What follows belongs to an exercise in optimizing a design on an open flow for small area and a short achievable clock period; a production flow would make more cautious choices. In this exercise RTL edits were held to simulation tests only and were not proved equivalent to the original. Power is estimated from default activity; no workload was simulated.

==> flow/design.v (outline; a module is shown in full before it is edited, if it fits) <==
// module pcore_mul_csa: 2863 lines
// module pcore_add64: 452 lines
// module pcore_add32c: 197 lines
// module pcore_exe: 255 lines
module pcore_exe (
    input  logic          clk,
    input  logic          rst_n,                  
    input  logic [196:0]  id2exe_data_i,          
    input  logic [40:0]   id2exe_ctrl_i,          
    input  logic [3:0]    fwd2exe_i,              
    input  logic [31:0]   lsu2exe_fb_alu_result_i,
    input  logic [31:0]   wrb2exe_fb_rd_data_i,
    output logic [66:0]   exe2div_o,              
    output logic [95:0]   exe2lsu_data_o,         
    output logic [20:0]   exe2lsu_ctrl_o,         
    output logic [112:0]  exe2csr_data_o,         
    output logic [9:0]    exe2csr_ctrl_o,         
    output logic [12:0]   exe2fwd_o,              
    output logic [31:0]   exe2if_fb_o             
);
  // ...
==> flow/flow/run.sh <==
#!/bin/bash
# Layout flow: the standard synthesis and layout, with two changes that
# leave the design's function and registers as the standard synthesis makes
# them:
#  - after synthesis, flow/fa_polarity.py removes inverters around the full
#    adders by complementing the inputs and outputs of some of them (a full
#    adder is self-dual), and
#  - the port buffers are sky130_fd_sc_hd__buf_1 rather than the default
#    delay buffer, and
#  - repair_timing aims at a setup slack of 6.5 ns (SETUP_SLACK_MARGIN).
set -euo pipefail
RES=orfs/results/sky130hd/pcore_exe/base
bash standard.sh synth > synth.log 2>&1
cp $RES/1_2_yosys.v $RES/1_2_yosys_standard.v
python3 flow/fa_polarity.py $RES/1_2_yosys_standard.v $RES/1_2_yosys.v > polarity.log 2>&1
rm -f $RES/1_synth.odb $RES/1_synth.sdc
export BUFFER_PORTS_ARGS="-buffer_cell sky130_fd_sc_hd__buf_1"
bash standard.sh SETUP_SLACK_MARGIN=6.5 finish > layout.log 2>&1
==> flow/flow/fa_polarity.py <==
#!/usr/bin/env python3
"""Remove inverters around full adders in a mapped sky130hd netlist.

A full adder is self-dual: FA(~a, ~b, ~c) = (~sum, ~carry). Each fa cell may
therefore be "flipped" (fed complemented inputs, producing complemented
outputs) without changing the function. This script chooses flips greedily to
minimise the number of inverters needed, then rewires the netlist with one
inverter per net that needs both polarities.

usage: fa_polarity.py IN.v OUT.v
"""
import re
import sys
from collections import defaultdict

OUT_PINS = {"X", "Y", "SUM", "COUT", "Q", "Q_N", "HI", "LO"}
INV = "sky130_fd_sc_hd__inv_1"


def parse(path):
    lines = open(path).read().split("\n")
    head, insts, tail = [], [], []
    i = 0
    hdr = re.compile(r"^  (sky130_fd_sc_hd__\S+) (.+?) \($")
    pin = re.compile(r"^    \.(\w+)\((.*)\),?$")
    while i < len(lines) and not hdr.match(lines[i]):
        head.append(lines[i])
        i += 1
    while i < len(lines):
        m = hdr.match(lines[i])
        if not m:
            break
        typ, name = m.group(1), m.group(2)
        pins = []
        i += 1
        while lines[i] != "  );":
            pm = pin.match(lines[i])
            assert pm, lines[i]
            pins.append([pm.group(1), pm.group(2)])
            i += 1
        i += 1
        insts.append([typ, name, pins])
    tail = lines[i:]
    return head, insts, tail


def main(inp, outp):
    head, insts, tail = parse(inp)
    # port nets: anything declared input/output in the header
    ports = set()
    for l in head:
        m = re.match(r"^\s*(input|output)\s+(\[(\d+):(\d+)\]\s+)?(\S+);", l)
        if m:
            if m.group(2):
                hi, lo = int(m.group(3)), int(m.group(4))
                for b in range(min(hi, lo), max(hi, lo) + 1):
                    ports.add(f"{m.group(5)}[{b}]")
            else:
                ports.add(m.group(5))
    driver = {}
    for k, (typ, name, pins) in enumerate(insts):
        for p, n in pins:
            if p in OUT_PINS:
                driver[n] = (k, p)
    is_inv = lambda k: insts[k][0].startswith("sky130_fd_sc_hd__inv_") or insts[k][0].startswith("sky130_fd_sc_hd__clkinv_")
    is_fa = lambda k: insts[k][0].startswith("sky130_fd_sc_hd__fa_")

    # canonical (root, parity) of each net through inverter chains
    canon_cache = {}

    def canon(n):
        if n in canon_cache:
            return canon_cache[n]
        d = driver.get(n)
        if d is not None and is_inv(d[0]):
            a = dict(insts[d[0]][2])["A"]
            r, par = canon(a)
            res = (r, par ^ 1)
        else:
            res = (n, 0)
        canon_cache[n] = res
        return res

    # consumers of each root: (inst, pin index, parity) for non-inverter cells
    cons = defaultdict(list)
    inv_out_nets = defaultdict(set)   # root -> nets produced by inverters in its chain
    for k, (typ, name, pins) in enumerate(insts):
        if is_inv(k):
            y = dict(pins)["Y"]
            r, par = canon(y)
            inv_out_nets[r].add(y)
            continue
        for idx, (p, n) in enumerate(pins):
            if p in OUT_PINS:
                continue
            r, par = canon(n)
            cons[r].append((k, idx, par))
    # roots touching ports (other than as plain driver) are frozen
    frozen = set()
    for r, nets in inv_out_nets.items():
        if any(n in ports for n in nets):
            frozen.add(r)
    roots = set(cons) | set(inv_out_nets)
    x = defaultdict(int)   # flip state of fa instances

    def ph(r):
        d = driver.get(r)
        if d is not None and is_fa(d[0]):
            return x[d[0]]
        return 0

    def cost(r):
        if r in frozen:
            return len(inv_out_nets[r])
        p = ph(r)
        need = any((par ^ (x[k] if is_fa(k) else 0)) != p for k, idx, par in cons[r])
        return 1 if need else 0

    fa_roots = defaultdict(set)
    for r in roots:
        d = driver.get(r)
        if d is not None and is_fa(d[0]):
            fa_roots[d[0]].add(r)
        for k, idx, par in cons[r]:
            if is_fa(k):
                fa_roots[k].add(r)
    # frozen roots: their fa driver and fa consumers must not change polarity
    fixed = set()
    for r in frozen:
        d = driver.get(r)
        if d is not None and is_fa(d[0]):
            fixed.add(d[0])
        for k, idx, par in cons[r]:
            if is_fa(k):
                fixed.add(k)
    before = sum(cost(r) for r in roots)
    fas = [k for k in range(len(insts)) if is_fa(k) and k not in fixed]
    # greedy descent, then randomised plateau/uphill moves (annealing),
    # keeping the best assignment seen
    import math
    import random
    rng = random.Random(1)
    cur = before
    best, best_x = cur, dict(x)
    it = 0
    temps = [0.6] * 20 + [0.4] * 20 + [0.25] * 20 + [0.1] * 20 + [0.0] * 10
    for temp in temps:
        it += 1
        rng.shuffle(fas)
        for k in fas:
            rs = fa_roots[k]
            c0 = sum(cost(r) for r in rs)
            x[k] ^= 1
            c1 = sum(cost(r) for r in rs)
            d = c1 - c0
            if d < 0 or (d == 0 and rng.random() < 0.5) or (temp > 0 and rng.random() < math.exp(-d / temp)):
                cur += d
                if cur < best:
                    best, best_x = cur, dict(x)
            else:
                x[k] ^= 1
    x.clear()
    x.update(best_x)
    after = sum(cost(r) for r in roots)

    # rebuild
    new_insts = []
    ninv = [0]
    inv_net = {}

    def inv_of(r):
        if r not in inv_net:
            ninv[0] += 1
            y = f"_polinv_{ninv[0]}_"
            inv_net[r] = y
            new_insts.append([INV, f"_polinv_cell_{ninv[0]}_", [["A", r], ["Y", y]]])
        return inv_net[r]

    newwires = []
    for k, (typ, name, pins) in enumerate(insts):
        if is_inv(k):
            y = dict(pins)["Y"]
            r, par = canon(y)
            if r in frozen:
                new_insts.append([typ, name, pins])
            continue
        newpins = []
        for p, n in pins:
            if p in OUT_PINS:
                newpins.append([p, n])
                continue
            r, par = canon(n)
            if r in frozen:
                newpins.append([p, n])
                continue
            want = par ^ (x[k] if is_fa(k) else 0)
            newpins.append([p, r if want == ph(r) else inv_of(r)])
        new_insts.append([typ, name, newpins])

    # declare new wires after the existing declarations
    decl = [f"  wire {inv_net[r]};" for r in inv_net]
    out = []
    for l in head:
        out.append(l)
    # insert declarations before the first instance: head ends just before instances
    out.extend(decl)
    for typ, name, pins in new_insts:
        out.append(f"  {typ} {name} (")
        for j, (p, n) in enumerate(pins):
            out.append(f"    .{p}({n})" + ("," if j + 1 < len(pins) else ""))
        out.append("  );")
    out.extend(tail)
    open(outp, "w").write("\n".join(out))
    nflip = sum(1 for k in fas if x[k])
    old_inv = sum(1 for k in range(len(insts)) if is_inv(k))
    print(f"fa_polarity: fa={len(fas)} flipped={nflip} inverters {old_inv} -> "
          f"{old_inv - before + after} (root cost {before} -> {after}, {it} passes)")


if __name__ == "__main__":
    main(sys.argv[1], sys.argv[2])
==> flow/standard.sh <==
#!/bin/bash
# synth_recipe.tcl (not shown) runs the flow's synth.tcl, then flattens the netlist and writes it again
# the make line also repeats each setting of config.mk as NAME=value (left out here)
make -C /OpenROAD-flow-scripts/flow DESIGN_CONFIG=/design/flow/config.mk WORK_HOME=/design/flow/orfs CLKGATE_MAP_FILE= SYNTH_SCRIPT=/design/flow/synth_recipe.tcl "${@:-finish}"
==> flow/config.mk <==
export PLATFORM = sky130hd
export DESIGN_NAME = pcore_exe
export DESIGN_NICKNAME = pcore_exe
export VERILOG_FILES = /design/flow/design.v
export SDC_FILE = /design/flow/constraint.sdc
export NUM_CORES = 4
export LEC_CHECK = 0
export CAP_MARGIN = 20
export CORE_MARGIN = 2
export CORE_UTILIZATION = 40
export SETUP_SLACK_MARGIN = 5.0
export SLEW_MARGIN = 20
==> flow/constraint.sdc <==
create_clock -name core_clock -period 12.0 [get_ports {clk}]
set_input_delay 2.4000 -clock core_clock [delete_from_list [all_inputs] [get_ports {clk}]]
set_output_delay 2.4000 -clock core_clock [all_outputs]
set_load 0.01 [all_outputs]
==> impl_metrics.csv, run 1 <==
group,metric,value,unit
outcome,outcome,"finished clean",
timing,holdWs,1940,ps
cts,clockBufferDepth,3,
cts,cts-root-buf,"clkbuf_16",
drt,dr.max_layer_used,"met5",
logic_synthesis,yosys_warnings,1,
drt,drtIter0Drc,5475,
timing,post-route-period-util,59.4,%
drt,wl_met2,95200,um
finish,stdcell_count,7063,
finish,design.seq.count,402,
setup_path,cp_common_cell,"xor2_1",
setup_path,required,9600,ps
finish,multi_input_area,0.0386,sq mm
place,pre_cts_ws,3110,ps
floorplanning,ios,660,
finish,multi_input_area_share,63.4,%
drt,wl_met1,89800,um
drt,dr_wl_met3,33100,um
timing,slew_violations,0,
min_path,worstHoldPathCells,2,
setup_path,cp-startpoint,"alu_sub_q",
grt,met2_usage,57.1,%
finish,top_regs,"mul_s_q: 64 flops, mul_c_q: 63 flops",
logic_synthesis,syn_area,0.0442,sq mm
grt,grt_usage,40.1,%
==> run 2: changes to the inputs <==
--- a/flow/flow/run.sh
+++ b/flow/flow/run.sh
@@ -7,6 +7,5 @@
 #    adder is self-dual), and
 #  - the port buffers are sky130_fd_sc_hd__buf_1 rather than the default
-#    delay buffer, and
-#  - repair_timing aims at a setup slack of 6.5 ns (SETUP_SLACK_MARGIN).
+#    delay buffer.
 set -euo pipefail
 RES=orfs/results/sky130hd/pcore_exe/base
@@ -16,3 +15,3 @@
 rm -f $RES/1_synth.odb $RES/1_synth.sdc
 export BUFFER_PORTS_ARGS="-buffer_cell sky130_fd_sc_hd__buf_1"
-bash standard.sh SETUP_SLACK_MARGIN=6.5 finish > layout.log 2>&1
+bash standard.sh SETUP_SLACK_MARGIN=5.75 finish > layout.log 2>&1
--- a/flow/config.mk
+++ b/flow/config.mk
@@ -11,2 +11,3 @@
 export SETUP_SLACK_MARGIN = 5.0
 export SLEW_MARGIN = 20
+export TNS_END_PERCENT = 0
==> run 2 against run 1 <==
Against the previous run:
- count of clock-buffer cells in the layout decreased by 4
- global-route usage down 2.2 points
- sequential cell count stayed put
- total power fell by 9.4%
- utilization down 8.2 points
- synthesized area unchanged
- highest routed layer unchanged
- non-clock buffer count down 353
- setup slack improved by 43 ps
- sequential power decreased by 2%
- critical endpoint is now mul_c_q[40]
- via count down 5.0%
- wire length shrank 6.2%
- largest cell class unchanged
==> impl_metrics.csv, run 2 <==
group,metric,value,unit
pwr,p_leak,20.6,nW
pwr,powerDensity,309,mW/mm^2
drt,first_pass_iters,8,
finish,area_growth_syn_to_layout,17.3,%
cts,hold_buffers,0,
min_path,hp-class,"in2reg",
floorplanning,rows,122,
timing,worstMarginPinSlew,1150,ps
place,placed_cell_area,0.0484,sq mm
cts,cts_tree,"built",
timing,finalSetupViolCount,0,
pwr,p_seq_share,12.8,%
timing,worst_slack,4910,ps
grt,grt_start_max_net_pins,95,
pwr,switching_share,51.1,%
setup_path,cp_common_cell,"fa_1",
cts,cts-root-buf,"clkbuf_16",
setup_path,path_buf_inv,5,
finish,nets,6189,
floorplanning,die_y,337,um
pwr,p_comb_share,77.4,%
grt,grt_usage,37.9,%
setup_path,end_kind,"register",
setup_path,required,12540,ps
place,place_congestion,1.02,
place,dp_cells,6506,
setup_path,slowest_delay,660,ps
flow_run,drv_cap,0,
cts,h-tree-depth,2,
pwr,p_clk_share,9.8,%
timing,holdWs,1940,ps
grt,antenna_found_initial,68,
pwr,power,16.0,mW
timing,slew_violations,0,
finish,finalInstanceArea,0.0519,sq mm
pwr,switchingPower,8.21,mW
timing,maxSlewHeadroom,23.1,%
grt,gr-total-overflow,0,
pwr,vdd_ir_drop_max,288,uV
timing,hold_viol_final,0,
finish,largest_reg_flops,64,
place,pre_cts_ws,3020,ps
drt,drtIter0Drc,5329,
floorplanning,ios,660,
drt,routed_via_density,6.20,
setup_path,worstPathCellList,"buf_1 > mux2i_1 > o21ai_0 > mux2i_1 > buf_6 > inv_1 > ha_1 > nor2_4 > buf_12 > xnor2_1 > a22oi_1 > fa_1 > fa_1 > fa_1 > fa_1 > fa_1 > inv_1",
logic_synthesis,syn_area,0.0442,sq mm
timing,fmax,0.141,GHz
finish,final_cell_mix,"646 x buf_1, 504 x xnor2_1, 464 x fa_1",
place,portBuffers,657,
setup_path,path_max_fanout,15,
floorplanning,dieArea,0.113,sq mm
pwr,p_int,7.84,mW
setup_path,crit_type,"in2reg",
finish,fin_util,47.1,%
logic_synthesis,syn-instance-count,4656,
floorplanning,start_util,40.1,%
drt,via_count,41593,
drt,post_drt_wl_per_cell,32.8,um
timing,finalCriticalPeriod,7090,ps
floorplanning,die_width,337,um
setup_path,crit_arrival,7630,ps
logic_synthesis,syn-mean-instance-area,9.50,sq um
timing,rsz0062_at_grt,"true",
drt,route.detailed.drc,0,
finish,top_regs,"mul_s_q: 64 flops, mul_c_q: 63 flops",
grt,grt_pass1_vias,40844,
finish,regMostFlops,"mul_s_q",
cts,numClockSinks,402,
finish,drive_gt1_share,10.6,%
drt,wirelength,220000,um
place,place_hpwl,167000,um
finish,final_common_cell,"buf_1",
setup_path,path_delay_family,"adder cells",
timing,post-route-period-util,59.1,%
cts,clockBufferDepth,3,
finish,stdcell_count,6713,
logic_synthesis,yosys_warnings,1,
floorplanning,core-area,0.110,sq mm
cts,numCtsBuffers,48,
drt,antenna_left,0,
outcome,outcome,"finished clean",
cts,clk_pin_slew,70,ps
timing,tns,0,ps
grt,grt_pass1_wl,305000,um
setup_path,crit_path_start_kind,"primary input",
setup_path,crit_slowest_cell,"fa_1",
-- run 2: timing repair --
action,in CTS,in global routing
resized for setup,125,86
pin swaps,25,16
endpoints found under the setup margin,178,152
gates cloned,8,4
setup buffers,48,20
-- run 2: per-layer routing --
layer | routed length, um | track usage, %
met1 | 85100 | 49.6
met2 | 88900 | 53.3
met3 | 32900 | 15.3
met4 | 13000 | 19.8
met5 | 199 | 0
-- run 2: worst paths after layout --
kind / cells past startpoint / start / slack [ps] / to
setup / recovery: 17 / wrb2exe_fb_rd_data_i[29] / 4910 / mul_c_q[40]
hold / removal: 2 / id2exe_data_i[124] / 1940 / instr_q[23]
-- run 2: area by class of cell --
type | count | area, sq um
Multi-Input combinational cell | 3525 | 34500
Fill cell | 10827 | 58300
Clock buffer | 63 | 1330
Timing Repair Buffer | 842 | 4500
Clock inverter | 27 | 354
Inverter | 329 | 1250
Tap cell | 1488 | 1860
Sequential cell | 402 | 8060
Antenna cell | 37 | 92.6
-- run 2: power groups by stage --
stage / registers (mW) / logic, mW / clock network [mW]
after global placement: 2.07 / 11.8 / 0
after global routing: 2.07 / 13.8 / 1.64
final: 2.05 / 12.4 / 1.58
after CTS: 2.05 / 12.1 / 1.58
after floorplan: 2.03 / 7.88 / 0
after detailed placement: 2.07 / 12.0 / 0
==> run 3: changes to the inputs <==
--- a/flow/flow/run.sh
+++ b/flow/flow/run.sh
@@ -15,3 +15,3 @@
 rm -f $RES/1_synth.odb $RES/1_synth.sdc
 export BUFFER_PORTS_ARGS="-buffer_cell sky130_fd_sc_hd__buf_1"
-bash standard.sh SETUP_SLACK_MARGIN=5.75 finish > layout.log 2>&1
+bash standard.sh > layout.log 2>&1
--- a/flow/config.mk
+++ b/flow/config.mk
@@ -11,3 +11,2 @@
 export SETUP_SLACK_MARGIN = 5.0
 export SLEW_MARGIN = 20
-export TNS_END_PERCENT = 0
==> run 3 against run 2 <==
Against the previous run:
- still clean
- global-route usage fell by 0.85 points
- hold slack got worse by 0.67 ps
- count of clock-buffer cells in the layout did not move
- die area did not move
- critical path type unchanged
- critical endpoint is now mul_c_q[33]
==> impl_metrics.csv, run 3 <==
group,metric,value,unit
pwr,p_leak,20.7,nW
drt,routed_via_density,6.13,
finish,regMostFlops,"mul_s_q",
floorplanning,ios,660,
logic_synthesis,syn_area,0.0442,sq mm
setup_path,crit_type,"in2reg",
setup_path,path_max_fanout,20,
timing,post-route-period-util,58.4,%
drt,post_drt_wl_per_cell,32.0,um
timing,finalSetupViolCount,0,
grt,grt_pass1_wl,299000,um
place,place_hpwl,163000,um
timing,slew_violations,0,
pwr,powerDensity,303,mW/mm^2
cts,clk_pin_slew,60,ps
cts,numClockSinks,402,
finish,final_common_cell,"buf_1",
cts,cts-root-buf,"clkbuf_16",
floorplanning,core-area,0.110,sq mm
drt,via_count,41178,
place,place_congestion,1.00,
setup_path,required,12520,ps
finish,largest_reg_flops,64,
grt,grt_start_max_net_pins,208,
grt,gr-total-overflow,0,
logic_synthesis,yosys_warnings,1,
timing,worstMarginPinSlew,1040,ps
finish,nets,6193,
cts,numCtsBuffers,49,
floorplanning,start_util,40.1,%
setup_path,crit_arrival,7530,ps
grt,antenna_found_initial,64,
finish,final_cell_mix,"644 x buf_1, 491 x xnor2_1, 442 x fa_1",
timing,fmax,0.143,GHz
drt,wirelength,215000,um
setup_path,end_kind,"register",
timing,holdWs,1930,ps
drt,drtIter0Drc,5309,
timing,maxSlewHeadroom,28.7,%
timing,tns,0,ps
grt,grt_usage,37.0,%
drt,route.detailed.drc,0,
logic_synthesis,syn-instance-count,4656,
grt,grt_pass1_vias,40075,
setup_path,crit_path_start_kind,"primary input",
floorplanning,die_y,337,um
cts,h-tree-depth,2,
flow_run,drv_cap,0,
cts,cts_tree,"built",
place,portBuffers,657,
floorplanning,rows,122,
min_path,hp-class,"in2reg",
floorplanning,die_width,337,um
timing,hold_viol_final,0,
finish,area_growth_syn_to_layout,18.3,%
drt,first_pass_iters,7,
logic_synthesis,syn-mean-instance-area,9.50,sq um
finish,top_regs,"mul_s_q: 64 flops, mul_c_q: 63 flops",
floorplanning,dieArea,0.113,sq mm
finish,drive_gt1_share,11.7,%
pwr,vdd_ir_drop_max,285,uV
timing,finalCriticalPeriod,7010,ps
drt,antenna_left,0,
timing,rsz0062_at_grt,"true",
outcome,outcome,"finished clean",
cts,clockBufferDepth,3,
-- run 3: final timing paths --
kind	from	end	cells after the start
min	id2exe_data_i[104]	instr_q[3]	2
max	fwd2exe_i[3]	mul_c_q[33]	15
-- run 3: final cells by class --
type	count	area, sq um
Fill cell	10784	57900
Multi-Input combinational cell	3523	34800
Sequential cell	402	8070
Timing Repair Buffer	846	4520
Tap cell	1488	1860
Clock buffer	63	1360
Inverter	329	1250
Clock inverter	24	379
Antenna cell	45	113
Timing Repair inverter	1	8.76
-- run 3: worst max-delay path, stage by stage --
cell      delay [ps]
clkbuf_2         190
buf_12           220
mux2i_1          300
o21ai_1          260
mux2i_4          210
buf_4            510
xnor2_1          190
a22oi_1          300
fa_1             520
fa_1             550
fa_2             450
fa_2             350
fa_1             450
fa_1             490
inv_1             40
-- run 3: what timing repair did --
| item | in CTS | in global routing |
|---|---|---|
| pin swaps | 24 | 30 |
| hold buffers | 0 | 0 |
| buffers inserted | 34 | 37 |
| endpoints found under the setup margin | 127 | 57 |
| endpoints found under the hold margin | 0 | 0 |
| gates resized for setup | 141 | 111 |
| cloned | 10 | 3 |
-- run 3: metrics by stage --
step                cell area [sq um]  utilization, %  instances  setup slack (ps)  power, mW
floorplan                       45000               -       4658              4820       10.0
finish                          52300            47.5       6721              4990       15.9
global route                    52200            47.4       6680              4820       17.4
detailed placement              48600            44.1       6505              3150       13.9
global placement                48600            44.1       6505              3290       13.7
CTS                             51400            46.7       6636              4830       15.7
-- run 3: power by group --
| part | switching, mW | total, mW | internal [mW] | leakage, nW |
|---|---|---|---|---|
| clock network | 0.690 | 1.65 | 0.959 | 0.841 |
| logic | 7.12 | 12.2 | 5.05 | 16.5 |
| registers | 0.176 | 2.06 | 1.89 | 3.36 |
| total | 7.98 | 15.9 | 7.90 | 20.7 |
-- run 3: metal layers --
metal  vias up  track usage [%]  routed length (um)
li1      17176                -                   -
met1     20449             49.3               84800
met2      2895             53.3               88000
met3       634             12.7               29200
met4        24             18.2               13100
met5         -           0.0851                 151
==> module pcore_exe, before the edit <==
module pcore_exe (
    input  logic          clk,
    input  logic          rst_n,                  
    input  logic [196:0]  id2exe_data_i,          
    input  logic [40:0]   id2exe_ctrl_i,          
    input  logic [3:0]    fwd2exe_i,              
    input  logic [31:0]   lsu2exe_fb_alu_result_i,
    input  logic [31:0]   wrb2exe_fb_rd_data_i,
    output logic [66:0]   exe2div_o,              
    output logic [95:0]   exe2lsu_data_o,         
    output logic [20:0]   exe2lsu_ctrl_o,         
    output logic [112:0]  exe2csr_data_o,         
    output logic [9:0]    exe2csr_ctrl_o,         
    output logic [12:0]   exe2fwd_o,              
    output logic [31:0]   exe2if_fb_o             
);
wire [31:0] rs1_data      = id2exe_data_i[196:165];
wire [31:0] rs2_data      = id2exe_data_i[164:133];
wire [31:0] instr         = id2exe_data_i[132:101];
wire [31:0] pc            = id2exe_data_i[100:69];
wire [31:0] pc_next       = id2exe_data_i[68:37];
wire [31:0] imm           = id2exe_data_i[36:5];
wire [3:0]  exc_code      = id2exe_data_i[4:1];
wire        instr_flushed = id2exe_data_i[0];
wire [3:0]  alu_i_ops     = id2exe_ctrl_i[40:37];
wire [2:0]  alu_m_ops     = id2exe_ctrl_i[36:34];
wire [2:0]  alu_d_ops     = id2exe_ctrl_i[33:31];
wire [2:0]  ld_ops        = id2exe_ctrl_i[30:28];
wire [1:0]  st_ops        = id2exe_ctrl_i[27:26];
wire [2:0]  branch_ops    = id2exe_ctrl_i[25:23];
wire [1:0]  csr_ops       = id2exe_ctrl_i[22:21];
wire [3:0]  amo_ops       = id2exe_ctrl_i[20:17];
wire [2:0]  sys_ops       = id2exe_ctrl_i[16:14];
wire        opr1_sel      = id2exe_ctrl_i[13];    
wire        opr2_sel      = id2exe_ctrl_i[12];    
wire        cmp_opr2_sel  = id2exe_ctrl_i[11];    
wire        csr_opr_sel   = id2exe_ctrl_i[10];    
wire [2:0]  rd_wrb_sel    = id2exe_ctrl_i[9:7];
wire        exc_req       = id2exe_ctrl_i[6];
wire        rd_wr_req     = id2exe_ctrl_i[5];
wire        jump_req      = id2exe_ctrl_i[4];
wire        branch_req    = id2exe_ctrl_i[3];
wire        fence_i_req   = id2exe_ctrl_i[2];
wire        fence_req     = id2exe_ctrl_i[1];
wire        irq_req       = id2exe_ctrl_i[0];
wire        fwd_wrb_rs1   = fwd2exe_i[3];
wire        fwd_wrb_rs2   = fwd2exe_i[2];
wire        fwd_lsu_rs1   = fwd2exe_i[1];
wire        fwd_lsu_rs2   = fwd2exe_i[0];
wire [31:0] opr_a = fwd_lsu_rs1 ? lsu2exe_fb_alu_result_i
                  : fwd_wrb_rs1 ? wrb2exe_fb_rd_data_i : rs1_data;
wire [31:0] opr_b = fwd_lsu_rs2 ? lsu2exe_fb_alu_result_i
                  : fwd_wrb_rs2 ? wrb2exe_fb_rd_data_i : rs2_data;
wire [31:0] alu_opr1 = opr1_sel ? opr_a : pc;
wire [31:0] alu_opr2 = opr2_sel ? opr_b : imm;
wire [31:0] cmp_opr2 = cmp_opr2_sel ? opr_b : imm;
wire [32:0] cmp_diff = {1'b0, opr_a} - {1'b0, cmp_opr2};
wire        cmp_eq   = (opr_a == cmp_opr2);
wire        cmp_ltu  = cmp_diff[32];
wire        cmp_lt   = cmp_diff[32] ^ opr_a[31] ^ cmp_opr2[31];
logic branch_res;
always_comb begin
    case (branch_ops)
        3'd1:    branch_res = cmp_eq;
        3'd2:    branch_res = ~cmp_eq;
        3'd3:    branch_res = ~cmp_lt;
        3'd4:    branch_res = ~cmp_ltu;
        3'd5:    branch_res = cmp_lt;
        3'd6:    branch_res = cmp_ltu;
        default: branch_res = 1'b0;
    endcase
end
wire new_pc_req = jump_req | (branch_req & branch_res);
wire sel_sum = (alu_i_ops == 4'd1) | (alu_i_ops == 4'd2);
wire sel_and = (alu_i_ops == 4'd3);
wire sel_or  = (alu_i_ops == 4'd4);
wire sel_xor = (alu_i_ops == 4'd5);
wire sel_sll = (alu_i_ops == 4'd8);
wire sel_shr = (alu_i_ops == 4'd9) | (alu_i_ops == 4'd10);
wire sel_op1 = (alu_i_ops == 4'd11);
wire sel_op2 = (alu_i_ops == 4'd12);
wire alu_sub = (alu_i_ops == 4'd2);
wire alu_sra = (alu_i_ops == 4'd10);
wire set_val = ((alu_i_ops == 4'd6) & cmp_lt) | ((alu_i_ops == 4'd7) & cmp_ltu);
logic csr_rd_req, csr_wr_req;
always_comb begin
    case (csr_ops)
        2'd1:    begin csr_rd_req = |instr[11:7]; csr_wr_req = 1'b1;          end
        2'd2,
        2'd3:    begin csr_rd_req = 1'b1;         csr_wr_req = |instr[19:15]; end
        default: begin csr_rd_req = 1'b0;         csr_wr_req = 1'b0;          end
    endcase
end
wire        lsu_rd_wr_req = (|csr_ops) ? csr_rd_req : rd_wr_req;
wire [31:0] csr_wdata     = csr_opr_sel ? {27'b0, instr[19:15]} : opr_a;
wire        use_rs1       = opr1_sel | branch_req;
wire        use_rs2       = opr2_sel | (|st_ops) | branch_req;
wire        mul_cmd    = |alu_m_ops;
wire        mul_cmd_hi = alu_m_ops[1] | alu_m_ops[0];
wire        mul_lo     = alu_m_ops[2] & ~mul_cmd_hi;    
wire        mul_hi     = mul_cmd_hi;                    
wire        opr1_sgn   = alu_m_ops[1] & alu_opr1[31];
wire        opr2_sgn   = alu_m_ops[1] & alu_m_ops[0] & alu_opr2[31];
wire [63:0] mul_s, mul_c;
pcore_mul_csa mul_csa (
    .x ({opr1_sgn, alu_opr1}),
    .y ({opr2_sgn, alu_opr2}),
    .s (mul_s),
    .c (mul_c)
);
logic [31:0] opr1_q, opr2_q, opr_b_q, csr_wdata_q, instr_q, pc_q, pc_next_q;
logic [2:0]  alu_d_ops_q, rd_wrb_sel_q, ld_ops_q, sys_ops_q;
logic [1:0]  st_ops_q, csr_ops_q;
logic [3:0]  amo_ops_q, exc_code_q;
logic        rd_wr_req_q, jump_req_q, branch_req_q, fence_req_q, instr_flushed_q;
logic        exc_req_q, irq_req_q, csr_rd_req_q, csr_wr_req_q, fence_i_req_q;
logic        new_pc_req_q, use_rs1_q, use_rs2_q;
logic        sel_sum_q, sel_and_q, sel_or_q, sel_xor_q, sel_sll_q, sel_shr_q;
logic        sel_op1_q, sel_op2_q, set_val_q, mul_lo_q, mul_hi_q, alu_out_q;
always_ff @(posedge clk) begin
    if (~rst_n) begin
        opr1_q          <= '0;
        opr2_q          <= '0;
        opr_b_q         <= '0;
        csr_wdata_q     <= '0;
        instr_q         <= '0;
        pc_q            <= '0;
        pc_next_q       <= '0;
        alu_d_ops_q     <= '0;
        rd_wrb_sel_q    <= '0;
        ld_ops_q        <= '0;
        sys_ops_q       <= '0;
        st_ops_q        <= '0;
        csr_ops_q       <= '0;
        amo_ops_q       <= '0;
        exc_code_q      <= '0;
        rd_wr_req_q     <= '0;
        jump_req_q      <= '0;
        branch_req_q    <= '0;
        fence_req_q     <= '0;
        instr_flushed_q <= '0;
        exc_req_q       <= '0;
        irq_req_q       <= '0;
        csr_rd_req_q    <= '0;
        csr_wr_req_q    <= '0;
        fence_i_req_q   <= '0;
        new_pc_req_q    <= '0;
        use_rs1_q       <= '0;
        use_rs2_q       <= '0;
        sel_sum_q       <= '0;
        sel_and_q       <= '0;
        sel_or_q        <= '0;
        sel_xor_q       <= '0;
        sel_sll_q       <= '0;
        sel_shr_q       <= '0;
        sel_op1_q       <= '0;
        sel_op2_q       <= '0;
        set_val_q       <= '0;
        mul_lo_q        <= '0;
        mul_hi_q        <= '0;
        alu_out_q       <= '0;
    end else begin
        opr1_q          <= alu_opr1;
        opr2_q          <= alu_opr2;
        opr_b_q         <= opr_b;
        csr_wdata_q     <= csr_wdata;
        instr_q         <= instr;
        pc_q            <= pc;
        pc_next_q       <= pc_next;
        alu_d_ops_q     <= alu_d_ops;
        rd_wrb_sel_q    <= rd_wrb_sel;
        ld_ops_q        <= ld_ops;
        sys_ops_q       <= sys_ops;
        st_ops_q        <= st_ops;
        csr_ops_q       <= csr_ops;
        amo_ops_q       <= amo_ops;
        exc_code_q      <= exc_code;
        rd_wr_req_q     <= lsu_rd_wr_req;
        jump_req_q      <= jump_req;
        branch_req_q    <= branch_req;
        fence_req_q     <= fence_req;
        instr_flushed_q <= instr_flushed;
        exc_req_q       <= exc_req;
        irq_req_q       <= irq_req;
        csr_rd_req_q    <= csr_rd_req;
        csr_wr_req_q    <= csr_wr_req;
        fence_i_req_q   <= fence_i_req;
        new_pc_req_q    <= new_pc_req;
        use_rs1_q       <= use_rs1;
        use_rs2_q       <= use_rs2;
        sel_sum_q       <= sel_sum;
        sel_and_q       <= sel_and;
        sel_or_q        <= sel_or;
        sel_xor_q       <= sel_xor;
        sel_sll_q       <= sel_sll;
        sel_shr_q       <= sel_shr;
        sel_op1_q       <= sel_op1;
        sel_op2_q       <= sel_op2;
        set_val_q       <= set_val;
        mul_lo_q        <= mul_lo;
        mul_hi_q        <= mul_hi;
        alu_out_q       <= ~mul_cmd;
    end
end
logic [63:0] mul_s_q, mul_c_q;
logic        alu_sub_q, alu_sra_q;
always_ff @(posedge clk) begin
    mul_s_q   <= mul_s;
    mul_c_q   <= mul_c;
    alu_sub_q <= alu_sub;
    alu_sra_q <= alu_sra;
end
wire [31:0] alu_sum;
pcore_add32c alu_adder (
    .a  (opr1_q),
    .b  (alu_sub_q ? ~opr2_q : opr2_q),
    .ci (alu_sub_q),
    .s  (alu_sum)
);
function automatic [31:0] rev32(input [31:0] v);
    for (int i = 0; i < 32; i++) rev32[i] = v[31 - i];
endfunction
wire [31:0] shift_in   = sel_sll_q ? rev32(opr1_q) : opr1_q;
wire        shift_fill = alu_sra_q & opr1_q[31];
wire [32:0] shift_ext  = {shift_fill, shift_in};
wire [31:0] shift_out  = 32'($signed(shift_ext) >>> opr2_q[4:0]);
wire [31:0] alu_result = ({32{sel_sum_q}} & alu_sum)
                       | ({32{sel_and_q}} & (opr1_q & opr2_q))
                       | ({32{sel_or_q}}  & (opr1_q | opr2_q))
                       | ({32{sel_xor_q}} & (opr1_q ^ opr2_q))
                       | ({32{sel_sll_q}} & rev32(shift_out))
                       | ({32{sel_shr_q}} & shift_out)
                       | ({32{sel_op1_q}} & opr1_q)
                       | ({32{sel_op2_q}} & opr2_q)
                       | {31'b0, set_val_q};
wire [63:0] mul_sum;
pcore_add64 mul_adder (
    .a (mul_s_q),
    .b (mul_c_q),
    .s (mul_sum)
);
wire [31:0] lsu_result = ({32{mul_lo_q}}  & mul_sum[31:0])
                       | ({32{mul_hi_q}}  & mul_sum[63:32])
                       | ({32{alu_out_q}} & alu_result);
assign exe2div_o      = {opr1_q, opr2_q, alu_d_ops_q};
assign exe2lsu_data_o = {lsu_result, pc_next_q, opr_b_q};
assign exe2lsu_ctrl_o = {instr_q[11:7], rd_wrb_sel_q, ld_ops_q, st_ops_q, amo_ops_q,
                         rd_wr_req_q, jump_req_q, branch_req_q, fence_req_q};
assign exe2csr_data_o = {instr_q[31:20], pc_q, instr_q, csr_wdata_q, exc_code_q,
                         instr_flushed_q};
assign exe2csr_ctrl_o = {csr_ops_q, sys_ops_q, exc_req_q, irq_req_q, csr_rd_req_q,
                         csr_wr_req_q, fence_i_req_q};
assign exe2fwd_o      = {instr_q[19:15], instr_q[24:20], new_pc_req_q, use_rs1_q, use_rs2_q};
assign exe2if_fb_o    = {alu_result[31:2], 2'b00};
endmodule
==> run 4: changes to the inputs <==
--- a/flow/design.v
+++ b/flow/design.v
@@ -4194,8 +4194,21 @@
 wire [31:0] alu_opr2 = opr2_sel ? opr_b : imm;
 wire [31:0] cmp_opr2 = cmp_opr2_sel ? opr_b : imm;
-wire [32:0] cmp_diff = {1'b0, opr_a} - {1'b0, cmp_opr2};
-wire        cmp_eq   = (opr_a == cmp_opr2);
-wire        cmp_ltu  = cmp_diff[32];
-wire        cmp_lt   = cmp_diff[32] ^ opr_a[31] ^ cmp_opr2[31];
+logic [31:0] cmp_g [0:5];
+logic [31:0] cmp_p [0:5];
+always_comb begin
+    cmp_g[0] = opr_a & ~cmp_opr2;
+    cmp_p[0] = ~(opr_a ^ cmp_opr2);
+    for (int l = 1; l <= 5; l++) begin
+        cmp_g[l] = '0;
+        cmp_p[l] = '0;
+        for (int k = 0; k < (32 >> l); k++) begin
+            cmp_g[l][k] = cmp_g[l-1][2*k+1] | (cmp_p[l-1][2*k+1] & cmp_g[l-1][2*k]);
+            cmp_p[l][k] = cmp_p[l-1][2*k+1] & cmp_p[l-1][2*k];
+        end
+    end
+end
+wire        cmp_eq   = cmp_p[5][0];
+wire        cmp_ltu  = ~(cmp_g[5][0] | cmp_p[5][0]);
+wire        cmp_lt   = cmp_ltu ^ opr_a[31] ^ cmp_opr2[31];
 logic branch_res;
 always_comb begin
--- a/flow/config.mk
+++ b/flow/config.mk
@@ -8,5 +8,8 @@
 export CAP_MARGIN = 20
 export CORE_MARGIN = 2
-export CORE_UTILIZATION = 40
+export CORE_UTILIZATION = 45
+export CTS_CLUSTER_DIAMETER = 60
+export CTS_CLUSTER_SIZE = 40
 export SETUP_SLACK_MARGIN = 5.0
 export SLEW_MARGIN = 20
+export TNS_END_PERCENT = 0
==> run 4 against run 3 <==
Against the previous run:
- first-iteration DRC count decreased by 6.3%
- cell count decreased by 2.8%
- critical path depth decreased by 2
==> impl_metrics.csv, run 4 <==
group,metric,value,unit
finish,largest_reg_flops,64,
cts,h-tree-depth,2,
drt,route.detailed.drc,0,
logic_synthesis,syn-instance-count,4680,
setup_path,path_max_fanout,5,
setup_path,crit_arrival,4710,ps
cts,numClockSinks,402,
drt,post_drt_wl_per_cell,32.8,um
timing,tns,0,ps
finish,stdcell_count,6536,
grt,gr-total-overflow,0,
floorplanning,rows,115,
place,dp_cells,6335,
cts,hold_buffers,0,
drt,first_pass_iters,7,
grt,grt_pass1_wl,299000,um
finish,final_common_cell,"buf_1",
drt,routed_via_density,6.29,
pwr,switching_share,50.1,%
timing,slew_violations,0,
timing,finalCriticalPeriod,7110,ps
setup_path,end_kind,"output port",
drt,wirelength,214000,um
pwr,p_comb_share,76.0,%
outcome,outcome,"finished clean",
drt,antenna_left,0,
pwr,powerDensity,298,mW/mm^2
cts,cts_tree,"built",
timing,maxSlewHeadroom,22.1,%
place,pre_cts_ws,3010,ps
place,portBuffers,657,
flow_run,drv_cap,0,
floorplanning,core-area,0.0980,sq mm
floorplanning,die_y,318,um
timing,hold_viol_final,0,
timing,worst_slack,4890,ps
min_path,hold_start,"id2exe_data_i[50]",
logic_synthesis,syn_area,0.0443,sq mm
grt,grt_usage,41.2,%
finish,nets,6216,
min_path,hold_end,"pc_next_q[13]",
place,place_hpwl,165000,um
pwr,vdd_ir_drop_max,400,uV
drt,drtIter0Drc,4972,
setup_path,crit_type,"reg2out",
setup_path,crit_path_start_kind,"register",
timing,fmax,0.141,GHz
finish,final_cell_mix,"647 x buf_1, 513 x xnor2_1, 465 x fa_1",
grt,grt_start_max_net_pins,179,
timing,worstMarginPinSlew,1160,ps
cts,cts-root-buf,"clkbuf_16",
finish,top_regs,"mul_s_q: 64 flops, mul_c_q: 63 flops",
floorplanning,die_width,318,um
timing,post-route-period-util,59.3,%
setup_path,required,9600,ps
timing,rsz0062_at_grt,"true",
place,place_congestion,1.01,
grt,grt_pass1_vias,40157,
floorplanning,dieArea,0.101,sq mm
finish,area_growth_syn_to_layout,16.6,%
timing,finalSetupViolCount,0,
pwr,p_int,7.70,mW
grt,antenna_found_initial,61,
finish,regMostFlops,"mul_s_q",
logic_synthesis,syn-mean-instance-area,9.47,sq um
pwr,p_seq_share,13.3,%
logic_synthesis,yosys_warnings,3,
cts,numCtsBuffers,49,
pwr,p_clk_share,10.7,%
min_path,worstHoldPathCells,2,
cts,clockBufferDepth,3,
finish,drive_gt1_share,10.1,%
floorplanning,ios,660,
cts,clk_pin_slew,70,ps
timing,holdWs,1920,ps
floorplanning,start_util,45.2,%
pwr,p_leak,20.6,nW
min_path,hp-class,"in2reg",
pwr,power,15.4,mW
drt,via_count,41083,
pwr,switchingPower,7.72,mW
==> run 4: power groups by stage <==
| stage | clock (mW) | combinational, mW | sequential (mW) |
|---|---|---|---|
| 2_1_floorplan | 0 | 7.90 | 2.03 |
| 3_3_place_gp | 0 | 11.1 | 2.08 |
| 3_5_place_dp | 0 | 11.4 | 2.08 |
| 4_1_cts | 1.66 | 11.6 | 2.05 |
| 5_1_grt | 1.71 | 13.1 | 2.07 |
| 6_report | 1.65 | 11.7 | 2.05 |
==> run 4: final cells by class <==
cell class	count	area [sq um]
Inverter	323	1270
Multi-Input combinational cell	3548	34400
Timing Repair Buffer	851	4430
Clock inverter	36	485
Tap cell	1287	1610
Antenna cell	33	82.6
Sequential cell	402	8060
Clock buffer	56	1290
Fill cell	9241	46300
==> run 4: routing by layer <==
metal | part of all wire (%) | track usage [%] | up-vias | routed length, um
met3 | 12 | 13.0 | 677 | 26800
met4 | 6.7 | 21.9 | 26 | 14300
met2 | 42 | 61.0 | 2850 | 90000
li1 | - | - | 17266 | -
met5 | 0.077 | 0 | - | 164
met1 | 39 | 53.7 | 20264 | 83100
==> run 4: timing repair <==
action,4_1_cts,5_1_grt
cloned,4,6
resized for setup,121,67
endpoints found under the setup margin,143,90
buffers inserted,33,33
pin swaps,15,15
==> run 4: how the worst max path moves through the flow <==
stage,slack (ps),cells after the start,end,from
floorplan,4800,18,mul_c_q[35],fwd2exe_i[2]
global placement,3130,18,mul_s_q[44],fwd2exe_i[2]
detailed placement,3010,18,mul_s_q[44],fwd2exe_i[2]
CTS,4890,18,mul_c_q[34],fwd2exe_i[2]
global route,4850,17,mul_c_q[34],fwd2exe_i[2]
finish,4890,13,exe2lsu_data_o[74],mul_s_q[21]
==> run 4: worst max-delay path, cell delays in order, from the launching register on <==
cell,delay (ps)
dfxtp_1,310
ha_1,380
a21oi_1,100
o21ai_0,410
a211oi_1,130
or3_1,460
a211oi_1,340
buf_4,240
o21a_1,160
nand2b_1,240
a31oi_1,130
xor2_1,540
o21ai_0,410
buf_1,220
==> run 4: metrics by stage <==
step	area, sq um	util [%]
2_1_floorplan	44900	-
3_3_place_gp	48300	49.3
3_5_place_dp	48300	49.3
4_1_cts	51000	52.0
5_1_grt	51600	52.7
6_report	51700	52.7
==> run 5: changes to the inputs <==
--- a/flow/config.mk
+++ b/flow/config.mk
@@ -9,6 +9,6 @@
 export CORE_MARGIN = 2
 export CORE_UTILIZATION = 45
-export CTS_CLUSTER_DIAMETER = 60
-export CTS_CLUSTER_SIZE = 40
+export CTS_CLUSTER_DIAMETER = 80
+export CTS_CLUSTER_SIZE = 30
 export SETUP_SLACK_MARGIN = 5.0
 export SLEW_MARGIN = 20
==> run 5 against run 4 <==
Against the previous run:
- cell count shrank 0.64%
- first-iteration DRC count is 3.6% higher
- final area fell by 1.1%
- sequential cell count did not move
- largest cell class unchanged
- largest power group unchanged
- wire length down 0.22%
==> impl_metrics.csv, run 5 <==
group,metric,value,unit
place,place_hpwl,165000,um
drt,route.detailed.drc,0,
grt,antenna_found_initial,62,
setup_path,crit_type,"in2reg",
finish,fin_util,52.2,%
timing,worstMarginPinSlew,1060,ps
setup_path,end_kind,"register",
drt,via_count,40906,
floorplanning,die_y,318,um
place,place_congestion,1.01,
grt,grt_start_max_net_pins,179,
drt,routed_via_density,6.30,
grt,grt_pass1_wl,299000,um
min_path,hp-class,"in2reg",
drt,wirelength,214000,um
outcome,outcome,"finished clean",
timing,hold_viol_final,0,
finish,largest_reg_flops,64,
finish,final_cell_mix,"649 x buf_1, 512 x xnor2_1, 465 x fa_1",
cts,clk_pin_slew,110,ps
cts,cts-root-buf,"clkbuf_16",
setup_path,required,12500,ps
timing,post-route-period-util,59.4,%
cts,h-tree-depth,2,
logic_synthesis,syn-mean-instance-area,9.47,sq um
drt,post_drt_wl_per_cell,32.9,um
setup_path,path_max_fanout,32,
timing,finalSetupViolCount,0,
min_path,hold_start,"id2exe_data_i[128]",
setup_path,crit_slowest_cell,"o21ai_0",
finish,regMostFlops,"mul_s_q",
setup_path,crit_path_start_kind,"primary input",
finish,area_growth_syn_to_layout,15.3,%
pwr,powerDensity,296,mW/mm^2
setup_path,slowest_delay,750,ps
setup_path,cp_common_cell,"fa_1",
pwr,vdd_ir_drop_max,401,uV
grt,grt_usage,41.2,%
floorplanning,die_width,318,um
pwr,p_leak,20.3,nW
place,portBuffers,657,
flow_run,drv_cap,0,
floorplanning,core-area,0.0980,sq mm
grt,grt_pass1_vias,39890,
floorplanning,rows,115,
finish,nets,6193,
floorplanning,start_util,45.2,%
timing,finalCriticalPeriod,7130,ps
floorplanning,ios,660,
finish,final_common_cell,"buf_1",
timing,slew_violations,0,
finish,top_regs,"mul_s_q: 64 flops, mul_c_q: 63 flops",
timing,fmax,0.140,GHz
floorplanning,dieArea,0.101,sq mm
finish,drive_gt1_share,9.29,%
setup_path,crit_arrival,7630,ps
setup_path,cp-startpoint,"fwd2exe_i[3]",
grt,gr-total-overflow,0,
timing,worst_slack,4870,ps
cts,cts_tree,"built",
cts,hold_buffers,0,
place,pre_cts_ws,3010,ps
logic_synthesis,syn-instance-count,4680,
timing,maxSlewHeadroom,28.3,%
logic_synthesis,syn_area,0.0443,sq mm
drt,antenna_left,0,
drt,drtIter0Drc,5153,
drt,first_pass_iters,7,
timing,rsz0062_at_grt,"true",
cts,numCtsBuffers,36,
cts,clockBufferDepth,3,
logic_synthesis,yosys_warnings,3,
cts,numClockSinks,402,
timing,tns,0,ps
setup_path,worstPathCellList,"clkbuf_2 > buf_8 > mux2i_1 > o21ai_0 > mux2i_4 > buf_4 > xnor2_1 > a22o_1 > fa_1 > inv_1 > fa_1 > fa_2 > fa_2 > fa_1 > fa_1 > inv_1",
[run 5: per-stage QoR]
step	power (mW)	instance area [sq um]	cells	hold slack, ps
2_1_floorplan	9.92	44900	4682	2470
3_3_place_gp	13.2	48300	6335	2600
3_5_place_dp	13.5	48300	6335	2600
4_1_cts	15.0	50600	6441	1920
5_1_grt	16.6	51100	6473	1950
6_report	15.1	51100	6494	1950
[run 5: final timing paths]
| check | to | slack, ps | cells past startpoint |
|---|---|---|---|
| setup / recovery | mul_c_q[33] | 4870 | 16 |
| hold / removal | instr_q[27] | 1950 | 2 |
[run 5: cell type report]
type                       instances  area [sq um]
tap                             1287          1610
clock inverter                    22           369
sequential                       402          8050
fill                            9248         46900
antenna                           28          70.1
multi-input combinational       3548         34400
inverter                         323          1270
clock buffer                      43           968
timing repair buffer             841          4320
[run 5: what timing repair did]
item,CTS,global route
endpoints found under the setup margin,143,83
cloned,4,4
pin swaps,15,12
buffers inserted,37,20
gates resized for setup,125,57
[run 5: routing by layer]
layer	track usage (%)	vias to the layer above	routed length [um]
met3	13.2	651	26600
met1	53.4	20236	82900
met2	61.4	2805	90800
met5	0	-	165
li1	-	17190	-
met4	21.3	24	13400
[run 5: power by group]
group	switching (mW)	leakage, nW	internal [mW]
Clock	0.695	0.642	0.657
Sequential	0.168	3.36	1.89
Combinational	6.79	16.3	4.91
Total	7.66	20.3	7.45
[run 5: critical path, delay by kind of cell]
family / cells / cell delay (ps)
adder cells (fa/ha/maj): 6 / 2810
buffers and inverters: 5 / 840
multiplexers: 2 / 240
AO/OA/AOI/OAI: 2 / 1030
XOR/XNOR: 1 / 230
==> run 6: changes to the inputs <==
--- a/flow/config.mk
+++ b/flow/config.mk
@@ -11,4 +11,5 @@
 export CTS_CLUSTER_DIAMETER = 80
 export CTS_CLUSTER_SIZE = 30
+export GPL_TIMING_DRIVEN = 0
 export SETUP_SLACK_MARGIN = 5.0
 export SLEW_MARGIN = 20
==> run 6 against run 5 <==
Against the previous run:
- largest cell class unchanged
- critical endpoint is now mul_c_q[25]
- cell count up 4.5%
- critical path type unchanged
- non-clock buffer count up 297
- synthesized area unchanged
==> impl_metrics.csv, run 6 <==
group,metric,value,unit
outcome,outcome,"finished clean",
floorplanning,die_width,318,um
floorplanning,rows,115,
timing,post-route-period-util,62.8,%
pwr,switching_share,54.0,%
drt,drtIter0Drc,6622,
min_path,hp-class,"in2reg",
setup_path,cp_common_cell,"fa_1",
setup_path,path_buf_inv,4,
grt,grt_usage,48.2,%
logic_synthesis,syn-instance-count,4680,
timing,finalSetupViolCount,0,
cts,cts_tree,"built",
grt,grtUsageMet3,21.4,%
timing,tns,0,ps
pwr,vdd_ir_drop_max,626,uV
drt,post_drt_wl_per_cell,36.8,um
floorplanning,dieArea,0.101,sq mm
finish,fin_util,53.0,%
place,place_hpwl,208000,um
grt,grt_pass1_vias,41802,
grt,gr-total-overflow,0,
timing,fmax,0.133,GHz
cts,hold_buffers,0,
drt,antenna_left,0,
timing,finalCriticalPeriod,7530,ps
drt,wirelength,250000,um
drt,via_count,43727,
finish,largest_reg_flops,64,
logic_synthesis,syn_area,0.0443,sq mm
place,portBuffers,649,
floorplanning,core-area,0.0980,sq mm
cts,h-tree-depth,1,
place,place_congestion,1.10,
pwr,power,17.2,mW
drt,first_pass_iters,10,
finish,nets,6476,
setup_path,end_kind,"register",
floorplanning,start_util,45.2,%
pwr,powerDensity,332,mW/mm^2
finish,n_fill_cell,9521,
floorplanning,ios,660,
logic_synthesis,yosys_warnings,3,
grt,met2_usage,66.8,%
logic_synthesis,syn-mean-instance-area,9.47,sq um
pwr,p_seq_share,11.9,%
grt,grt_pass1_wl,338000,um
setup_path,crit_arrival,8050,ps
finish,drive_gt1_share,11.3,%
timing,slew_violations,0,
cts,numClockSinks,402,
cts,numCtsBuffers,25,
pwr,switchingPower,9.30,mW
setup_path,path_max_fanout,10,
finish,top_regs,"mul_s_q: 64 flops, mul_c_q: 63 flops",
place,pre_cts_ws,2680,ps
drt,routed_via_density,6.44,
pwr,p_comb_share,82.1,%
setup_path,required,12510,ps
setup_path,crit_path_start_kind,"primary input",
finish,final_cell_mix,"667 x buf_1, 514 x xnor2_1, 460 x fa_1",
flow_run,drv_cap,0,
finish,area_growth_syn_to_layout,17.1,%
grt,antenna_found_initial,57,
pwr,p_int,7.92,mW
cts,clk_pin_slew,120,ps
grt,busiest_layer,"met2",
pwr,p_leak,21.0,nW
setup_path,slowest_delay,970,ps
drt,route.detailed.drc,0,
floorplanning,die_y,318,um
setup_path,crit_type,"in2reg",
timing,worstMarginPinSlew,1290,ps
finish,regMostFlops,"mul_s_q",
timing,hold_viol_final,0,
timing,worst_slack,4470,ps
grt,grt_start_max_net_pins,31,
setup_path,worstPathCellList,"clkbuf_1 > clkbuf_4 > mux2i_1 > o21ai_0 > mux2i_1 > clkbuf_1 > xnor2_1 > a22oi_1 > fa_1 > fa_1 > fa_1 > fa_1 > inv_1 > fa_1",
setup_path,crit_slowest_cell,"clkbuf_1",
timing,maxSlewHeadroom,13.5,%
setup_path,path_delay_family,"adder cells",
grt,grt_use_met1,61.1,%
cts,clockBufferDepth,3,
finish,final_common_cell,"buf_1",
timing,rsz0062_at_grt,"true",
cts,cts-root-buf,"clkbuf_16",
pwr,p_clk_share,6.0,%
==> run 6: worst paths after layout <==
kind,startpoint,end,cells past startpoint
setup / recovery,fwd2exe_i[3],mul_c_q[25],14
hold / removal,id2exe_data_i[101],instr_q[0],2
==> run 6: what timing repair did <==
item | in CTS | in global routing
resized for setup | 339 | 64
cloned | 0 | 1
endpoints found under the setup margin | 151 | 106
buffers inserted | 56 | 16
hold endpoints to repair | 0 | 0
pin swaps | 24 | 11
==> run 6: per-stage QoR <==
stage | area [sq um] | instances | hold WS, ps
3_5_place_dp | 49000 | 6622 | 2600
3_3_place_gp | 48900 | 6618 | 2600
4_1_cts | 51500 | 6721 | 1920
2_1_floorplan | 44900 | 4682 | 2470
6_report | 51900 | 6786 | 1930
5_1_grt | 51800 | 6746 | 1940
==> run 6: power by group through the flow <==
| stage | Sequential, mW | Clock (mW) | Combinational (mW) |
|---|---|---|---|
| 2_1_floorplan | 2.03 | 0 | 7.90 |
| 3_3_place_gp | 2.07 | 0 | 13.2 |
| 3_5_place_dp | 2.07 | 0 | 13.3 |
| 4_1_cts | 2.04 | 1.04 | 13.5 |
| 5_1_grt | 2.06 | 1.09 | 15.3 |
| 6_report | 2.05 | 1.04 | 14.1 |
==> run 6: final cells by class <==
class | count | area, sq um | share of cell area (%)
diodes | 48 | 120 | 0.231
plain buffers | 412 | 2570 | 4.95
clock buffers | 26 | 629 | 1.21
clock inverters | 17 | 339 | 0.653
inverters | 323 | 1220 | 2.36
multi-input cells | 3545 | 34200 | 65.9
flip-flops and latches | 402 | 8060 | 15.5
well taps | 1287 | 1610 | 3.10
repair buffers | 726 | 3150 | 6.06
==> run 6: metal layers <==
metal / vias up / routed length [um]
met5: - / 353
met4: 30 / 19300
met3: 838 / 38700
met2: 3713 / 97900
met1: 21397 / 93500
li1: 17749 / -
==> run 7: changes to the inputs <==
--- a/flow/config.mk
+++ b/flow/config.mk
@@ -8,8 +8,6 @@
 export CAP_MARGIN = 20
 export CORE_MARGIN = 2
-export CORE_UTILIZATION = 45
-export CTS_CLUSTER_DIAMETER = 80
-export CTS_CLUSTER_SIZE = 30
-export GPL_TIMING_DRIVEN = 0
+export CORE_UTILIZATION = 50
+export CTS_BUF_LIST = sky130_fd_sc_hd__clkbuf_4 sky130_fd_sc_hd__clkbuf_8
 export SETUP_SLACK_MARGIN = 5.0
 export SLEW_MARGIN = 20
==> run 7 against run 6 <==
Against the previous run:
- via count shrank 6.0%
- utilization increased by 5.2 points
- critical path depth is 1 higher
- sequential power hardly changed
- synthesized area is the same
- non-clock buffer count shrank 293
- final area shrank 1.3%
- cell count is 4.7% lower
- total power decreased by 12%
- wire length fell by 17%
- sequential cell count is the same
- die area is 9.9% lower
- highest routed layer unchanged
==> impl_metrics.csv, run 7 <==
group,metric,value,unit
outcome,outcome,"finished clean",
timing,worst_slack,4790,ps
finish,top_regs,"mul_s_q: 64 flops, mul_c_q: 63 flops",
drt,routed_via_density,6.36,
place,portBuffers,657,
grt,grt_pass1_vias,40452,
finish,area_growth_syn_to_layout,15.6,%
finish,nets,6237,
setup_path,crit_arrival,7850,ps
finish,regMostFlops,"mul_s_q",
drt,antenna_left,0,
finish,largest_reg_flops,64,
setup_path,path_max_fanout,32,
place,pre_cts_ws,2860,ps
logic_synthesis,syn-instance-count,4680,
drt,via_count,41097,
timing,slew_violations,0,
timing,tns,0,ps
timing,post-route-period-util,60.1,%
cts,h-tree-depth,3,
grt,grt_start_max_net_pins,170,
min_path,hp-class,"in2reg",
cts,clockBufferDepth,3,
timing,finalSetupViolCount,0,
logic_synthesis,syn-mean-instance-area,9.47,sq um
grt,grt_pass1_wl,289000,um
floorplanning,rows,109,
timing,fmax,0.139,GHz
timing,hold_viol_final,0,
pwr,powerDensity,296,mW/mm^2
floorplanning,core-area,0.0881,sq mm
timing,finalCriticalPeriod,7210,ps
setup_path,cp_common_cell,"fa_1",
drt,post_drt_wl_per_cell,31.9,um
timing,worstMarginPinSlew,1190,ps
finish,final_cell_mix,"648 x buf_1, 512 x xnor2_1, 465 x fa_1",
finish,fin_util,58.1,%
grt,gr-total-overflow,0,
setup_path,worstPathCellList,"clkbuf_2 > buf_8 > mux2i_1 > o21ai_0 > mux2i_4 > buf_4 > xnor2_1 > a22oi_1 > fa_1 > fa_1 > fa_1 > fa_2 > fa_1 > fa_1 > inv_1",
finish,final_common_cell,"buf_1",
grt,grt_usage,44.7,%
cts,cts-root-buf,"clkbuf_8",
timing,rsz0062_at_grt,"true",
floorplanning,dieArea,0.0910,sq mm
timing,maxSlewHeadroom,19.7,%
drt,first_pass_iters,11,
cts,clk_pin_slew,60,ps
setup_path,crit_slowest_cell,"o21ai_0",
setup_path,required,12640,ps
grt,antenna_found_initial,60,
floorplanning,die_width,302,um
setup_path,crit_path_start_kind,"primary input",
drt,drtIter0Drc,5030,
finish,drive_gt1_share,10.8,%
setup_path,end_kind,"register",
logic_synthesis,yosys_warnings,3,
floorplanning,start_util,50.3,%
cts,numClockSinks,402,
logic_synthesis,syn_area,0.0443,sq mm
place,place_hpwl,156000,um
place,place_congestion,1.03,
cts,numCtsBuffers,76,
drt,route.detailed.drc,0,
drt,wirelength,206000,um
timing,holdWs,1850,ps
flow_run,drv_cap,0,
finish,n_fill_cell,8092,
min_path,worstHoldPathCells,2,
floorplanning,die_y,302,um
setup_path,slowest_delay,930,ps
cts,cts_tree,"built",
floorplanning,ios,660,
pwr,vdd_ir_drop_max,464,uV
setup_path,crit_type,"in2reg",
pwr,p_leak,20.6,nW
## run 7: cell count changes in the layout (fill, tap and decap cells not counted), moves of 22 or more
cell,previous run,this run
clkbuf_1,116,0
clkbuf_2,94,5
clkbuf_8,6,90
buf_2,29,0
clkbuf_16,26,1
mux2i_4,19,44
mux2i_1,185,161
buf_6,35,13
## run 7: metrics by stage
| stage | instances | power [mW] | instance area (sq um) |
|---|---|---|---|
| 6_report | 6464 | 15.1 | 51200 |
| 5_1_grt | 6438 | 16.7 | 51200 |
| 4_1_cts | 6374 | 15.0 | 50400 |
| 3_5_place_dp | 6209 | 13.3 | 48100 |
| 3_3_place_gp | 6209 | 13.1 | 48100 |
| 2_1_floorplan | 4682 | 9.92 | 44900 |
## run 7: final cells by class
cell class | instances | area [sq um] | area share (%)
clock inverter | 26 | 319 | 0.623
tap | 1165 | 1460 | 2.85
antenna | 47 | 118 | 0.230
multi-input combinational | 3548 | 34400 | 67.2
sequential | 402 | 8060 | 15.7
timing repair buffer | 845 | 4230 | 8.26
inverter | 323 | 1250 | 2.44
clock buffer | 108 | 1360 | 2.66
## run 7: report_power, final
part           switching, mW  total, mW  internal [mW]
clock                  0.683       1.52          0.835
combinational           6.72       11.5           4.83
sequential             0.182       2.07           1.89
## run 7: worst paths after layout
kind	startpoint	slack (ps)	endpoint
hold / removal	id2exe_data_i[48]	1850	pc_next_q[11]
setup / recovery	fwd2exe_i[3]	4790	mul_c_q[34]
## run 7: worst max-delay path, delay by kind of cell
family / cells / cell delay [ps]
AO/OA/AOI/OAI: 2 / 1130
XOR/XNOR: 1 / 400
adder cells (fa/ha/maj): 6 / 2780
buffers and inverters: 4 / 810
multiplexers: 2 / 250
## run 7: layer usage
layer | wire, um | global-route usage, %
met1 | 77100 | 56.1
met2 | 87300 | 65.4
met3 | 26300 | 15.4
met4 | 15700 | 29.2
met5 | 77 | 0
## run 7: what timing repair did
action                     CTS  global route
gates resized for setup     68            96
setup buffers               27            42
cloned                       4             1
setup endpoints to repair  133           104
pin swaps                   13            18
hold buffers                 0             0
==> run 8: changes to the inputs <==
--- a/flow/config.mk
+++ b/flow/config.mk
@@ -6,9 +6,9 @@
 export NUM_CORES = 4
 export LEC_CHECK = 0
-export CAP_MARGIN = 20
+export CAP_MARGIN = 10
 export CORE_MARGIN = 2
-export CORE_UTILIZATION = 50
+export CORE_UTILIZATION = 55
 export CTS_BUF_LIST = sky130_fd_sc_hd__clkbuf_4 sky130_fd_sc_hd__clkbuf_8
 export SETUP_SLACK_MARGIN = 5.0
-export SLEW_MARGIN = 20
+export SLEW_MARGIN = 10
 export TNS_END_PERCENT = 0
==> run 8 against run 7 <==
Against the previous run:
- setup slack got worse by 10 ps
- hold slack got worse by 36 ps
- fmax decreased by 0.14%
- sequential power about the same
- critical path depth unchanged
- largest cell class unchanged
- count of clock-buffer cells in the layout increased by 3
- largest power group unchanged
- synthesized cell count unchanged
==> impl_metrics.csv, run 8 <==
group,metric,value,unit
logic_synthesis,syn-instance-count,4680,
grt,met2_usage,68.5,%
timing,fmax,0.138,GHz
floorplanning,die_width,288,um
logic_synthesis,yosys_warnings,3,
pwr,p_leak,20.6,nW
logic_synthesis,syn_area,0.0443,sq mm
cts,clk_pin_slew,70,ps
place,portBuffers,657,
grt,grt_pass1_vias,40144,
timing,rsz0062_at_grt,"true",
setup_path,path_max_fanout,15,
cts,h-tree-depth,3,
drt,wirelength,198000,um
grt,gr-total-overflow,0,
finish,regMostFlops,"mul_s_q",
grt,grtUsageMet3,16.3,%
cts,numCtsBuffers,76,
place,place_congestion,1.03,
drt,post_drt_wl_per_cell,31.3,um
drt,first_pass_iters,6,
cts,clockBufferDepth,3,
floorplanning,dieArea,0.0829,sq mm
timing,holdWs,1820,ps
cts,hold_buffers,0,
place,pre_cts_ws,2800,ps
finish,final_cell_mix,"647 x buf_1, 513 x xnor2_1, 465 x fa_1",
drt,routed_via_density,6.49,
finish,n_fill_cell,7049,
setup_path,crit_type,"reg2out",
drt,via_count,41145,
finish,largest_reg_flops,64,
timing,tns,0,ps
timing,hold_viol_final,0,
cts,numClockSinks,402,
outcome,outcome,"finished clean",
drt,route.detailed.drc,0,
cts,cts-root-buf,"clkbuf_8",
setup_path,crit_arrival,4820,ps
pwr,powerDensity,298,mW/mm^2
cts,cts_tree,"built",
timing,finalSetupViolCount,0,
floorplanning,core-area,0.0802,sq mm
finish,drive_gt1_share,10.8,%
floorplanning,rows,104,
setup_path,required,9600,ps
pwr,power,15.3,mW
finish,final_common_cell,"buf_1",
floorplanning,start_util,55.3,%
floorplanning,die_y,288,um
grt,grt_usage,47.2,%
setup_path,crit_path_start_kind,"register",
grt,grt_use_met1,60.1,%
pwr,vdd_ir_drop_max,314,uV
drt,antenna_left,0,
grt,grt_pass1_wl,282000,um
finish,area_growth_syn_to_layout,15.5,%
min_path,hp-class,"in2reg",
setup_path,end_kind,"output port",
timing,slew_violations,0,
timing,worst_slack,4780,ps
grt,grt_start_max_net_pins,93,
grt,busiest_layer,"met2",
timing,finalCriticalPeriod,7220,ps
timing,post-route-period-util,60.2,%
place,place_hpwl,148000,um
logic_synthesis,syn-mean-instance-area,9.47,sq um
flow_run,drv_cap,0,
timing,maxSlewHeadroom,14.7,%
timing,worstMarginPinSlew,1270,ps
grt,antenna_found_initial,46,
finish,nets,6232,
floorplanning,ios,660,
drt,drtIter0Drc,5093,
finish,top_regs,"mul_s_q: 64 flops, mul_c_q: 63 flops",
## run 8: final timing paths
check               from                  to  slack [ps]  cells past startpoint
max            alu_sub_q  exe2lsu_data_o[72]        4780                     15
min    id2exe_data_i[54]       pc_next_q[17]        1820                      2
## run 8: metal layers
layer  vias to the layer above  part of all wire, %
met1                     20130                   37
met3                       730                   13
met5                         -                0.079
li1                      17304                    -
met4                        26                  7.6
met2                      2955                   42
## run 8: final cells by class
cell class,instances,area [sq um],share of cell area [%]
clock inverter,25,364,0.711
antenna,26,65.1,0.127
tap,1060,1330,2.59
timing repair buffer,838,4240,8.27
sequential,402,8060,15.8
multi-input combinational,3550,34500,67.3
inverter,323,1250,2.45
clock buffer,111,1420,2.78
## run 8: worst max-delay path, cell delays in order, from the launching register on
cell      delay [ps]
dfxtp_4          360
buf_12           150
mux2_4           280
fa_2             410
a211oi_2         290
o21ai_1          190
a21oi_2          210
o21ai_0          140
fa_1             500
nand2_1           80
o21ai_0           90
a221oi_2         230
nand4_1          210
a222oi_1         640
inv_1            110
buf_1            160
## run 8: report_power, final
group	total [mW]	switching [mW]	leakage [nW]	internal, mW
registers	2.06	0.173	3.36	1.89
clock network	1.61	0.703	0.941	0.909
logic	11.6	6.75	16.3	4.85
total	15.3	7.63	20.6	7.65
## run 8: what timing repair did
action	in CTS	in global routing
hold endpoints to repair	0	0
gates resized for setup	96	70
setup endpoints to repair	135	102
setup buffers	39	16
pin swaps	18	18
gates cloned	7	2
## run 8: per-stage QoR
stage | utilization, % | cell area [sq um] | instances
floorplan | - | 44900 | 4682
global placement | 59.8 | 48000 | 6108
detailed placement | 59.8 | 48000 | 6108
CTS | 63.2 | 50700 | 6290
global route | 63.8 | 51200 | 6322
finish | 63.9 | 51200 | 6335

## port drivers added, routing unchanged
Ports are ideal in the flow. The routed layouts listed here were re-timed in OpenROAD.
Step 1 sets driving cells, clkbuf_16 on the clock port and buf_2 on the other inputs (assumed; they add their load-dependent delay and slew).
Step 2 moves the port delays by t, midway between the first and last clock arrival at a register: inputs arrive t later, outputs are due t later. That takes back most of the time a late clock gives input paths.
Slacks: no drivers / after step 1 / after step 2; pairs: no drivers / after step 1.
run | t (ns) | slack for setup (ns) | hold WS [ns] | slew at the worst register clock pin (ns) | pins driven straight from the clock port
run 1 | 0.718 | 4.867 / 4.793 / 4.426 | 1.940 / 1.891 / 2.609 | 0.08 / 0.08 | 1
run 2 | 0.713 | 4.910 / 4.877 / 4.243 | 1.935 / 1.892 / 2.605 | 0.08 / 0.08 | 1
run 3 | 0.720 | 4.992 / 4.936 / 4.313 | 1.935 / 1.883 / 2.603 | 0.07 / 0.07 | 1
run 4 | 0.722 | 4.887 / 4.822 / 4.218 | 1.918 / 1.882 / 2.605 | 0.08 / 0.08 | 1
run 5 | 0.689 | 4.867 / 4.833 / 4.209 | 1.950 / 1.912 / 2.601 | 0.11 / 0.11 | 1
run 6 | 0.692 | 4.465 / 4.439 / 3.787 | 1.927 / 1.885 / 2.577 | 0.12 / 0.12 | 1
run 7 | 0.812 | 4.788 / 4.812 / 4.021 | 1.853 / 1.802 / 2.614 | 0.07 / 0.07 | 1
run 8 | 0.823 | 4.777 / 4.707 / 4.091 | 1.817 / 1.782 / 2.605 | 0.07 / 0.07 | 1
After both steps setup and hold are still met in every run listed. For run 7, which loses most, drivers alone change the setup slack by +0.024 ns; drivers and shift together by -0.767 ns.
